Source: an optimization exercise on an open RTL-to-GDS flow (aim: small area, a short achievable clock period and few clock cycles per item). Production flows keep margins and buffers that such runs may drop.
No activity file was given, so power comes from the tool's default toggle rates.

== main ==
## SequentialNonrestoringDivider128Bit
module SequentialNonrestoringDivider128Bit(
    input  [127:0] dividend_q,
    input  [127:0] divisor_m,
    input          clk,
    input          reset_n,
    output [127:0] quotient,
    output [127:0] remainder,
    output         done
    );
Size: about 270 flip-flops, about 520 I/O pins, ~22000 um^2 of cells after synthesis.
==> module SequentialNonrestoringDivider128Bit, before the edit <==
module SequentialNonrestoringDivider128Bit(
    input  [127:0] dividend_q,
    input  [127:0] divisor_m,
    input          clk,
    input          reset_n,
    output [127:0] quotient,
    output [127:0] remainder,
    output         done
    );
    reg [127:0] r;       
    reg [127:0] q;       
    reg [7:0]   cnt;     
    reg         skip;    
    wire [15:0] nz;
    wire [15:0] hi;
    genvar k;
    generate
        for (k = 0; k < 16; k = k + 1) begin : g_nz
            assign nz[k] = |divisor_m[8*k+7:8*k];
        end
        for (k = 0; k < 16; k = k + 1) begin : g_hi
            if (k == 15) begin : g_top
                assign hi[k] = 1'b0;
            end else begin : g_or
                assign hi[k] = |nz[15:k+1];
            end
        end
    endgenerate
    wire [127:0] a  = {r[126:0], q[127]};
    wire [127:0] g0 = a & ~divisor_m;
    wire [127:0] p0 = a | ~divisor_m;
    wire [127:0] x0 = a ^ ~divisor_m;
    wire [127:0] gl [0:7];
    wire [127:0] pl [0:7];
    assign gl[0] = {g0[127:1], a[0] | ~divisor_m[0]};      
    assign pl[0] = p0;
    genvar l, i;
    generate
        for (l = 0; l < 7; l = l + 1) begin : g_lvl
            for (i = 0; i < 128; i = i + 1) begin : g_bit
                if ((i >> l) & 1) begin : g_node
                    assign gl[l+1][i] = gl[l][i] | (pl[l][i] & gl[l][((i >> l) << l) - 1]);
                    assign pl[l+1][i] = pl[l][i] & pl[l][((i >> l) << l) - 1];
                end else begin : g_pass
                    assign gl[l+1][i] = gl[l][i];
                    assign pl[l+1][i] = pl[l][i];
                end
            end
        end
    endgenerate
    wire [127:0] diff = {x0[127:1] ^ gl[7][126:0], a[0] ^ divisor_m[0]};
    wire         qbit = r[127] | gl[7][127];
    always @(posedge clk or negedge reset_n) begin
        if (!reset_n)
            cnt <= 8'd0;
        else if (!cnt[7])
            cnt <= skip ? cnt + 8'd8 : cnt + 8'd1;
    end
    wire         step  = reset_n & ~cnt[7] & ~skip;
    wire         shift = reset_n & ~cnt[7] & skip;
    wire         hold  = reset_n & cnt[7];
    wire         take  = step & qbit;
    wire [127:0] r_alt = ({128{step}}  & {r[126:0], q[127]}) |
                         ({128{shift}} & {r[119:0], q[127:120]}) |
                         ({128{hold}}  & r);
    wire [127:0] r_nxt = take ? diff : r_alt;
    always @(posedge clk)
        r <= r_nxt;
    wire [127:0] q_nxt = ({128{~reset_n}} & dividend_q) |
                         ({128{step}}     & {q[126:0], qbit}) |
                         ({128{shift}}    & {q[119:0], 8'd0}) |
                         ({128{hold}}     & q);
    always @(posedge clk)
        q <= q_nxt;
    always @(posedge clk) begin
        if (!reset_n)
            skip <= |divisor_m[127:8];
        else if (!cnt[7])
            skip <= skip & hi[cnt[6:3] + 4'd1];
    end
    assign done      = cnt[7];
    assign quotient  = q;
    assign remainder = r;
endmodule
clock: 5.5 ns
lec_check: 0
cap_margin: 20
core_margin: 2
core_utilization: 60
cts_buf_list: sky130_fd_sc_hd__clkbuf_8
setup_slack_margin: 2.0
slew_margin: 20
standard.sh (not shown) runs the stock make flow with config.mk's settings and CLKGATE_MAP_FILE= SYNTH_SCRIPT=/design/flow/synth_recipe.tcl, a recipe that flattens the netlist after the stock synthesis.
==> flow/flow/run.sh <==
#!/bin/bash
# The standard layout, except that the input and output ports are buffered with
# buf_1 cells (resizable later) instead of the delay buffer buffer_ports picks.
set -euo pipefail
export BUFFER_PORTS_ARGS="-buffer_cell sky130_fd_sc_hd__buf_1"
bash standard.sh > standard_flow.log 2>&1
The following lists how the feature branch was set up differently from main:
==> flow/design.v <==
`timescale 1ns / 1ps
module SequentialNonrestoringDivider128Bit(
    input  [127:0] dividend_q,
    input  [127:0] divisor_m,
    input          clk,
    input          reset_n,
    output [127:0] quotient,
    output [127:0] remainder,
    output         done
    );
    reg [127:0] r;       
    reg [127:0] q;       
    reg [7:0]   cnt;     
    reg         skip;    
    reg [127:0] d;       
    wire [15:0] nz;
    wire [15:0] hi;
    genvar k;
    generate
        for (k = 0; k < 16; k = k + 1) begin : g_nz
            assign nz[k] = |d[8*k+7:8*k];
        end
        for (k = 0; k < 16; k = k + 1) begin : g_hi
            if (k == 15) begin : g_top
                assign hi[k] = 1'b0;
            end else begin : g_or
                assign hi[k] = |nz[15:k+1];
            end
        end
    endgenerate
    wire [127:0] a  = {r[126:0], q[127]};
    wire [127:0] g0 = a & ~d;
    wire [127:0] p0 = a | ~d;
    wire [127:0] x0 = a ^ ~d;
    wire [127:0] gl [0:7];
    wire [127:0] pl [0:7];
    assign gl[0] = {g0[127:1], g0[0] | p0[0]};   
    assign pl[0] = p0;
    genvar l, i;
    generate
        for (l = 0; l < 7; l = l + 1) begin : g_lvl
            for (i = 0; i < 128; i = i + 1) begin : g_bit
                if ((i >> l) & 1) begin : g_node
                    assign gl[l+1][i] = gl[l][i] | (pl[l][i] & gl[l][((i >> l) << l) - 1]);
                    assign pl[l+1][i] = pl[l][i] & pl[l][((i >> l) << l) - 1];
                end else begin : g_pass
                    assign gl[l+1][i] = gl[l][i];
                    assign pl[l+1][i] = pl[l][i];
                end
            end
        end
    endgenerate
    wire [127:0] diff = x0 ^ {gl[7][126:0], 1'b1};
    wire         qbit = r[127] | gl[7][127];
    always @(posedge clk or negedge reset_n) begin
        if (!reset_n)
            cnt <= 8'd0;
        else if (!cnt[7])
            cnt <= skip ? cnt + 8'd8 : cnt + 8'd1;
    end
    always @(posedge clk)
        d <= divisor_m;
    wire         step  = reset_n & ~cnt[7] & ~skip;
    wire         take  = step & qbit;
    wire [127:0] r_alt = step      ? {r[126:0], q[127]} :
                         ~reset_n  ? 128'd0 :
                         cnt[7]    ? r : {r[119:0], q[127:120]};
    wire [127:0] r_nxt = take ? diff : r_alt;
    always @(posedge clk)
        r <= r_nxt;
    always @(posedge clk) begin
        if (!reset_n) begin
            q    <= dividend_q;
            skip <= |divisor_m[127:8];
        end else if (!cnt[7]) begin
            if (skip) begin
                q    <= {q[119:0], 8'd0};
                skip <= hi[cnt[6:3] + 4'd1];
            end else begin
                q    <= {q[126:0], qbit};
                skip <= 1'b0;
            end
        end
    end
    assign done      = cnt[7];
    assign quotient  = q;
    assign remainder = r;
endmodule
--- outcome ---
The sequential share of layout area number comes out higher for the feature branch vs main. In the feature branch relative to main, sequential cell count had gone up by more than a quarter. The feature branch vs. main: first-pass GRT wire length rose 17000 um, clock network power share -9.5 points. Against main, the feature branch comes in 0.011 ns higher on final-layout worst hold slack. Going from main to the feature branch, average instance area after synthesis grows by 1.8 um^2. Summary of the feature branch over main: total wire length after detailed routing went up about 23%, setup slack moved down, fmax went down, final weighted congestion in routability-driven placement -about 3%. The lower area of the multi-input gates of the feature branch and main is in the feature branch. Relative to main, the feature branch degrades final period demand of the worst path. Critical path data required time, the feature branch and main, higher one = main. Between main and the feature branch, the number of maximum-capacitance violations figures differ only marginally.
No functional check of the RTL was part of any run of this note.

separate check: timing with driven ports:
Ports are ideal in the flow. The routed layouts listed here were re-timed in OpenROAD.
Step 1 assumes that a clkbuf_16 drives the clock port and a buf_2 every other input.
Step 2 adds t to the input delays and takes it off the output delays; t is the mean of the earliest and latest rising clock arrival at the registers after step 1. Input paths then give back, and output paths get back, about the clock's delay inside the block.
a / b / c = no drivers / after step 1 / after step 2; a / b = the first two.
| run | t (ns) | setup slack, ns | worst setup path at the end | worst register clock-pin slew, ns | worst slew at a driven data input, ns |
|---|---|---|---|---|---|
| main | 0.659 | 1.423 / 1.451 / 0.792 | input to register | 0.06 / 0.06 | 0.14 |
| the feature branch | 0.720 | 1.410 / 1.410 / 1.410 | register to register | 0.07 / 0.07 | 0.11 |
After both steps setup and hold are still met in every run listed. For main, which loses most, drivers alone change the setup slack by +0.028 ns; drivers and shift together by -0.631 ns.
